From an optimization exercise on the open Yosys and OpenROAD flow, aimed at small area, a short achievable clock period and few clock cycles per item; shortcuts taken in it are not production practice. At most, simulation tests tie the RTL to the original design; equivalence was not proved. Power figures rest on the tool's default switching activity, not on a simulated workload.

==> trial 80 <==
Design Int2Ieee754, start of the top module:
module Int2Ieee754
#
(
	parameter	inputDataLength	=	32
)
(
    input 	CLK,
    input 	RST,
    input	[inputDataLength-1:0] 		IntInput,
    input	inputCS,
	 output	reg 	[31:0] 		Data754,
    output 	reg					outputCS
    );
reg per_inputCS;
always @(posedge CLK or negedge RST) begin
	if (!RST)
		per_inputCS <= 1'b0;
	else
		per_inputCS <= inputCS;
end
wire start = inputCS & ~per_inputCS;
always @(*) outputCS = start;
wire [31:0] x  = IntInput;
wire        z4 = ~|x[31:16];
wire [31:0] s4 = z4 ? {x[15:0], 16'd0} : x;
wire        z3 = ~|s4[31:24];
wire [31:0] s3 = z3 ? {s4[23:0], 8'd0} : s4;
wire        z2 = ~|s3[31:28];
wire [31:0] s2 = z2 ? {s3[27:0], 4'd0} : s3;
wire        z1 = ~|s2[31:30];
wire [31:0] s1 = z1 ? {s2[29:0], 2'd0} : s2;
wire        h  = s1[31];             
wire [3:0]  nl  = ~{z4, z3, z2, z1};
wire [3:0]  nl1 = nl - 4'd1;
wire [4:0]  q   = h ? {nl, 1'b0} : {nl1, 1'b1};
wire        nz  = |x;
wire        one = (x == 32'd1);
wire [6:0]  e   = {nz & ~one, one, nz ? q : 5'd0};    
reg         rh;
reg  [23:0] rm;
reg  [6:0]  re;
always @(posedge CLK) begin
	if (start) begin
		rh <= h;
		rm <= s1[30:7];
		re <= e;
	end
end
wire [22:0] f = rh ? rm[23:1] : rm[22:0];
always @(*) Data754 = {1'b0, re[6], re[5], re[5:0], f};
endmodule
==> module Int2Ieee754, before the edit <==
module Int2Ieee754
#
(
	parameter	inputDataLength	=	32
)
(
    input 	CLK,
    input 	RST,
    input	[inputDataLength-1:0] 		IntInput,
    input	inputCS,
	 output	reg 	[31:0] 		Data754,
    output 	reg					outputCS
    );
reg per_inputCS;
always @(posedge CLK or negedge RST) begin
	if (!RST)
		per_inputCS <= 1'b0;
	else
		per_inputCS <= inputCS;
end
wire start = inputCS & ~per_inputCS;
always @(*) outputCS = start;
wire [31:0] x  = IntInput;
wire        z4 = ~|x[31:16];
wire [31:0] s4 = z4 ? {x[15:0], 16'd0} : x;
wire        z3 = ~|s4[31:24];
wire [31:0] s3 = z3 ? {s4[23:0], 8'd0} : s4;
wire        z2 = ~|s3[31:28];
wire [31:0] s2 = z2 ? {s3[27:0], 4'd0} : s3;
wire        z1 = ~|s2[31:30];
wire [31:0] s1 = z1 ? {s2[29:0], 2'd0} : s2;
wire        h  = s1[31];             
wire [3:0]  nl  = ~{z4, z3, z2, z1};
wire [3:0]  nl1 = nl - 4'd1;
wire [4:0]  q   = h ? {nl, 1'b0} : {nl1, 1'b1};
wire        nz  = |x;
wire        one = (x == 32'd1);
wire [6:0]  e   = {nz & ~one, one, nz ? q : 5'd0};    
reg         rh;
reg  [23:0] rm;
reg  [6:0]  re;
always @(posedge CLK) begin
	if (start) begin
		rh <= h;
		rm <= s1[30:7];
		re <= e;
	end
end
wire [22:0] f = rh ? rm[23:1] : rm[22:0];
always @(*) Data754 = {1'b0, re[6], re[5], re[5:0], f};
endmodule
Settings: LEC_CHECK=0, CAP_MARGIN=20, CORE_MARGIN=2, CORE_UTILIZATION=40, GPL_TIMING_DRIVEN=0, SETUP_SLACK_MARGIN=1.5, SLEW_MARGIN=20; clock period 4.0 ns.
standard.sh (not shown) runs the stock make flow with config.mk's settings and CLKGATE_MAP_FILE= SYNTH_SCRIPT=/design/flow/synth_recipe.tcl, a recipe that flattens the netlist after the stock synthesis.
==> flow/flow/run.sh <==
#!/bin/bash
# The standard layout, with small buf_1 cells as the port buffers.
export BUFFER_PORTS_ARGS="-buffer_cell sky130_fd_sc_hd__buf_1"

bash standard.sh > standard.log 2>&1
==> inputs of trial 29, as changes to trial 80 <==
--- a/flow/design.v
+++ b/flow/design.v
@@ -30,23 +30,16 @@
 wire [31:0] s2 = z2 ? {s3[27:0], 4'd0} : s3;
 wire        z1 = ~|s2[31:30];
 wire [31:0] s1 = z1 ? {s2[29:0], 2'd0} : s2;
-wire        h  = s1[31];             
-wire [3:0]  nl  = ~{z4, z3, z2, z1};
-wire [3:0]  nl1 = nl - 4'd1;
-wire [4:0]  q   = h ? {nl, 1'b0} : {nl1, 1'b1};
-wire        nz  = |x;
-wire        one = (x == 32'd1);
-wire [6:0]  e   = {nz & ~one, one, nz ? q : 5'd0};    
-reg         rh;
-reg  [23:0] rm;
-reg  [6:0]  re;
+wire        z0 = ~s1[31];
+wire [31:0] s0 = z0 ? {s1[30:0], 1'd0} : s1;
+wire        nz = s0[31];
+wire [4:0]  lzc = {z4, z3, z2, z1, z0};
+wire [7:0]  e   = nz ? (8'd158 - {3'd0, lzc}) : 8'd0;
+wire [30:0] res = {e, s0[30:8]};
+reg [30:0] r;
 always @(posedge CLK) begin
-	if (start) begin
-		rh <= h;
-		rm <= s1[30:7];
-		re <= e;
-	end
+	if (start)
+		r <= res;
 end
-wire [22:0] f = rh ? rm[23:1] : rm[22:0];
-always @(*) Data754 = {1'b0, re[6], re[5], re[5:0], f};
+always @(*) Data754 = {1'b0, r};
 endmodule
==> flow/run.sh (new file) <==
#!/bin/bash
# synth_recipe.tcl (not shown) runs the flow's synth.tcl, then flattens the netlist and writes it again
# the make line also repeats each setting of config.mk as NAME=value (left out here)
make -C /OpenROAD-flow-scripts/flow DESIGN_CONFIG=/design/flow/config.mk WORK_HOME=/design/flow/orfs CLKGATE_MAP_FILE= SYNTH_SCRIPT=/design/flow/synth_recipe.tcl finish
Settings changed: GPL_TIMING_DRIVEN 0 to default, SETUP_SLACK_MARGIN 1.5 to default.
removed: flow/flow/run.sh
removed: flow/standard.sh
==> inputs of trial 56, as changes to trial 80 <==
Settings changed: SETUP_SLACK_MARGIN 1.5 to default.
==> inputs of trial 9, as changes to trial 80 <==
==> flow/design.v (replaced) <==
`timescale 1ns / 1ps
module Int2Ieee754
#
(
	parameter	inputDataLength	=	32
)
(
    input 	CLK,
    input 	RST,
    input	[inputDataLength-1:0] 		IntInput,
    input	inputCS,
	 output	reg 	[31:0] 		Data754,
    output 	reg					outputCS
    );
reg per_inputCS;
always @(posedge CLK or negedge RST) begin
	if (!RST)
		per_inputCS <= 1'b0;
	else
		per_inputCS <= inputCS;
end
wire start = inputCS & ~per_inputCS;
always @(*) outputCS = start;
wire [31:0] x = IntInput;
wire [7:0]  nzn;
genvar g;
generate for (g = 0; g < 8; g = g + 1) begin : nib
	assign nzn[g] = |x[4*g+3:4*g];
end endgenerate
wire [7:0] sel;
assign sel[7] = nzn[7];
generate for (g = 0; g < 7; g = g + 1) begin : one
	assign sel[g] = nzn[g] & ~|nzn[7:g+1];
end endgenerate
reg [31:0] c;
integer i;
always @(*) begin
	c = 32'd0;
	for (i = 0; i < 8; i = i + 1)
		c = c | ({32{sel[i]}} & (x << (28 - 4*i)));
end
wire [2:0] pi;
assign pi[2] = |nzn[7:4];
assign pi[1] = nzn[7] | nzn[6] | (~|nzn[5:4] & (nzn[3] | nzn[2]));
assign pi[0] = nzn[7] | (~nzn[6] & nzn[5]) | (~|nzn[6:4] & nzn[3]) | (~|nzn[6:2] & nzn[1]);
reg [26:0] rc;    
reg [2:0]  rp;
always @(posedge CLK) begin
	if (start) begin
		rc   <= c[31:5];
		rp   <= pi;
	end
end
wire        t3 = rc[26], t2 = rc[25], t1 = rc[24], t0 = rc[23];
wire [2:0]  rpm1 = rp - 3'd1;
wire        rp0  = ~|rp;
reg  [22:0] f;
reg  [7:0]  e;
always @(*) begin
	if (t3)      begin f = rc[25:3]; e = {3'b100, rp, 2'd2}; end
	else if (t2) begin f = rc[24:2]; e = {3'b100, rp, 2'd1}; end
	else if (t1) begin f = rc[23:1]; e = {3'b100, rp, 2'd0}; end
	else if (t0) begin f = rc[22:0]; e = rp0 ? 8'd127 : {3'b100, rpm1, 2'd3}; end
	else         begin f = rc[22:0]; e = 8'd0; end
end
always @(*) Data754 = {1'b0, e, f};
endmodule
==> flow/flow/run.sh (replaced) <==
#!/bin/bash
# The standard layout (standard.sh), with two changes:
#  - the port buffers are small buf_1 cells;
#  - synthesis maps the logic with flow/abc.script (an area-oriented ABC script)
#    instead of ORFS's abc_speed.script. Everything else in synthesis is
#    synth_recipe.tcl unchanged, so the registers are the standard synthesis's.
set -e
here=$(pwd)
export BUFFER_PORTS_ARGS="-buffer_cell sky130_fd_sc_hd__buf_1"
{
  echo "proc abc {args} { set i [lsearch -exact \$args -script]; if {\$i >= 0} { lset args [expr {\$i + 1}] $here/flow/abc.script }; yosys abc {*}\$args }"
  cat synth_recipe.tcl
} > my_synth.tcl
sed "s#SYNTH_SCRIPT=[^ ]*#SYNTH_SCRIPT=$here/my_synth.tcl#" standard.sh > my_standard.sh
bash my_standard.sh > standard.log 2>&1
==> flow/flow/abc.script (new file) <==
strash
&get -n
&st
&dch
&nf -R 1000
&put
topo
==> notes <==
- Sequential share of layout area, highest first: trial 56, trial 9, trial 80, trial 29.
- Between trial 29 and trial 56, the lower area after synthesis is in trial 56 (gap about 1.8%, measured against trial 56).
- In trial 9 the clock power is smaller than in trial 80, by about 5%.
- In trial 9 the cell count is smaller than in trial 80, by about 13%.
Testbench counts of trial 29, summed over its fixed seeds: cycles 4,800, items 2,400.
Testbench counts of trial 9, summed over its fixed seeds: cycles 4,800, items 2,400.
The RTL of trial 80 and trial 56 was laid out without a check of its function.

separate check: timing with driven ports:
Ports are ideal in the flow. The routed layouts listed here were re-timed in OpenROAD. Step 1 sets driving cells, clkbuf_16 on the clock port and buf_2 on the other inputs (assumed; they add their load-dependent delay and slew). Step 2 also shifts input and output timing later by t, the mid clock arrival at the registers, as if the neighbouring blocks saw the same clock. Three values: no drivers, after step 1, after step 2; two values: the first two.
run	shift t [ns]	slack for setup (ns)	clock arrival spread, ns	worst data-port slew with drivers (ns)	pins driven straight from the clock port
trial 80	0.314	0.950 / 0.943 / 0.629	0.005 / 0.005	0.07	1
trial 29	0.312	0.217 / 0.216 / -0.097	0.005 / 0.005	0.04	1
trial 56	0.305	0.454 / 0.460 / 0.154	0.006 / 0.007	0.03	1
trial 9	0.309	1.553 / 1.525 / 1.274	0.008 / 0.008	0.04	1
With both steps, setup timing fails in trial 29, where it was met with ideal ports. The setup slack of trial 80, which loses most, moves by -0.007 ns with the drivers and by -0.321 ns with both steps.
